This design comes from an exercise in tuning for small area, a short achievable clock period and few clock cycles per item on the open sky130 flow, not from production work.
In this exercise RTL edits were held to simulation tests only and were not proved equivalent to the original.

## fft
module fft (
    input wire clk,
    input wire rst_n,
    input wire start,
    input wire [127:0] x_real_flat,
    input wire [127:0] x_imag_flat,
    output wire [127:0] X_real_flat,
    output wire [127:0] X_imag_flat,
    output logic done
);
    always_ff @(posedge clk or negedge rst_n) begin
        if (!rst_n) done <= 1'b0;
        else        done <= start;
    end
    wire n259 = x_real_flat[0] ^ x_real_flat[64];
    wire n260 = x_real_flat[0] & x_real_flat[64];
    wire n263, n264;
    fa u263 (.a(x_real_flat[1]), .b(x_real_flat[65]), .c(n260), .s(n263), .co(n264));
    wire n267, n268;
    fa u267 (.a(x_real_flat[2]), .b(x_real_flat[66]), .c(n264), .s(n267), .co(n268));
    wire n271, n272;
    fa u271 (.a(x_real_flat[3]), .b(x_real_flat[67]), .c(n268), .s(n271), .co(n272));
    wire n275, n276;
    fa u275 (.a(x_real_flat[4]), .b(x_real_flat[68]), .c(n272), .s(n275), .co(n276));
    wire n279, n280;
    fa u279 (.a(x_real_flat[5]), .b(x_real_flat[69]), .c(n276), .s(n279), .co(n280));
    wire n283, n284;
    fa u283 (.a(x_real_flat[6]), .b(x_real_flat[70]), .c(n280), .s(n283), .co(n284));
    wire n287, n288;
    fa u287 (.a(x_real_flat[7]), .b(x_real_flat[71]), .c(n284), .s(n287), .co(n288));
    wire n291, n292;
    fa u291 (.a(x_real_flat[8]), .b(x_real_flat[72]), .c(n288), .s(n291), .co(n292));
    wire n295, n296;
  ...
Settings: LEC_CHECK=0, CAP_MARGIN=20, CORE_MARGIN=2, CORE_UTILIZATION=30, CTS_CLUSTER_DIAMETER=80, CTS_CLUSTER_SIZE=40, SETUP_SLACK_MARGIN=3, SLEW_MARGIN=20, SYNTH_HIERARCHICAL=1, SYNTH_MINIMUM_KEEP_SIZE=0; clock period 10.0 ns.
standard.sh (not shown) runs the stock make flow with config.mk's settings and CLKGATE_MAP_FILE= SYNTH_SCRIPT=/design/flow/synth_recipe.tcl, a recipe that flattens the netlist after the stock synthesis.
==> flow/flow/run.sh <==
#!/bin/bash
# Layout flow: the standard ORFS flow (standard.sh), with the input and
# output port buffers made sky130_fd_sc_hd__buf_1 instead of the flow's default
# buffer. Every port still gets its own buffer.
set -euo pipefail
bash standard.sh "BUFFER_PORTS_ARGS=-buffer_cell sky130_fd_sc_hd__buf_1" finish > standard_flow.log 2>&1
The first run passed the timing, design-rule and antenna checks.
Testbench counts at the start, summed over its fixed seeds: cycles 2,408, items 2,400.
Then changed:
CTS_CLUSTER_DIAMETER = not set   (was 80)
CTS_CLUSTER_SIZE = not set   (was 40)
SETUP_SLACK_MARGIN = not set   (was 3)
What happened:
- non-clock buffer count went down by 16
- worst setup slack gets worse by 380 ps
- maximum frequency went down by 5.2%
Then changed:
SETUP_SLACK_MARGIN = 3   (was not set)
Setup slack improved by 410 ps.

========
Another version of the RTL of fft (not shown whole).
Size: ~2100 cells after synthesis, ~520 I/O pins.
clock: 10.0 ns
lec_check: 0
cap_margin: 20
core_margin: 2
core_utilization: 30
slew_margin: 20
synth_hierarchical: 1
synth_minimum_keep_size: 0
run.sh (not shown) runs the stock make flow with config.mk's settings and CLKGATE_MAP_FILE= SYNTH_SCRIPT=/design/flow/synth_recipe.tcl, a recipe that flattens the netlist after the stock synthesis.
Stock flow here: none of the scripts above is used.
The baseline went through all stages and came out clean.
Testbench counts at the start, summed over its fixed seeds: cycles 2,408, items 2,400.
Rerun with:
==> flow/flow/run.sh (new file) <==
#!/bin/bash
# Layout flow: the standard ORFS flow (standard.sh), with the input and
# output port buffers made sky130_fd_sc_hd__buf_1 instead of the flow's default
# buffer. Every port still gets its own buffer.
set -euo pipefail
bash standard.sh "BUFFER_PORTS_ARGS=-buffer_cell sky130_fd_sc_hd__buf_1" finish > standard_flow.log 2>&1
==> flow/standard.sh (new file) <==
#!/bin/bash
# synth_recipe.tcl (not shown) runs the flow's synth.tcl, then flattens the netlist and writes it again
# the make line also repeats each setting of config.mk as NAME=value (left out here)
make -C /OpenROAD-flow-scripts/flow DESIGN_CONFIG=/design/flow/config.mk WORK_HOME=/design/flow/orfs CLKGATE_MAP_FILE= SYNTH_SCRIPT=/design/flow/synth_recipe.tcl "${@:-finish}"
removed: flow/run.sh
After rerunning:
- The changed run finished clean
- worst hold slack got worse by 0.38 ns
- synthesized area is unchanged
- worst setup slack improved by 0.16 ns
- wire length rises by 0.33%
- non-clock buffer count stays the same
- cell count does not change
- global-route usage barely changes
- final area falls by 8.8%

-- afterwards: timing with drivers on the ports --
The flow's constraints put no driver on any port. The routed layouts listed below were extracted and timed again, unchanged, in two steps. Step 1 (the two cells are an assumption about what drives the block):
set clk [get_ports {clk}]
set_driving_cell -lib_cell sky130_fd_sc_hd__clkbuf_16 $clk
set_driving_cell -lib_cell sky130_fd_sc_hd__buf_2 [delete_from_list [all_inputs] $clk]
Step 2 times the ports against the registers' clock, not the clock port: input delays grow and output delays shrink by t, the midpoint of the rising clock arrivals with the driver on. Three values: ideal ports, drivers, drivers and shift; two values: the first two.
run | t (ns) | setup slack, ns | hold WS [ns] | worst data-port slew with drivers (ns) | pins driven straight from the clock port
the first run of note 1 | 0.686 | 3.082 / 3.081 / 2.434 | 1.147 / 1.107 / 1.793 | 0.19 | 1
the second run of note 1 | 0.689 | 2.702 / 2.735 / 2.056 | 1.143 / 1.097 / 1.786 | 0.14 | 1
the third run of note 1 | 0.687 | 3.116 / 3.074 / 2.470 | 1.131 / 1.087 / 1.774 | 0.18 | 1
the first run of note 2 | 0.643 | 0.337 / 0.270 / 0.473 | 1.566 / 1.524 / 2.167 | 0.17 | 1
the second run of note 2 | 0.635 | 0.501 / 0.435 / 0.801 | 1.185 / 1.144 / 1.779 | 0.19 | 1
After both steps every run listed still meets setup and hold. The setup slack of the first run of note 1, which loses most, moves by -0.001 ns with the drivers and by -0.648 ns with both steps.
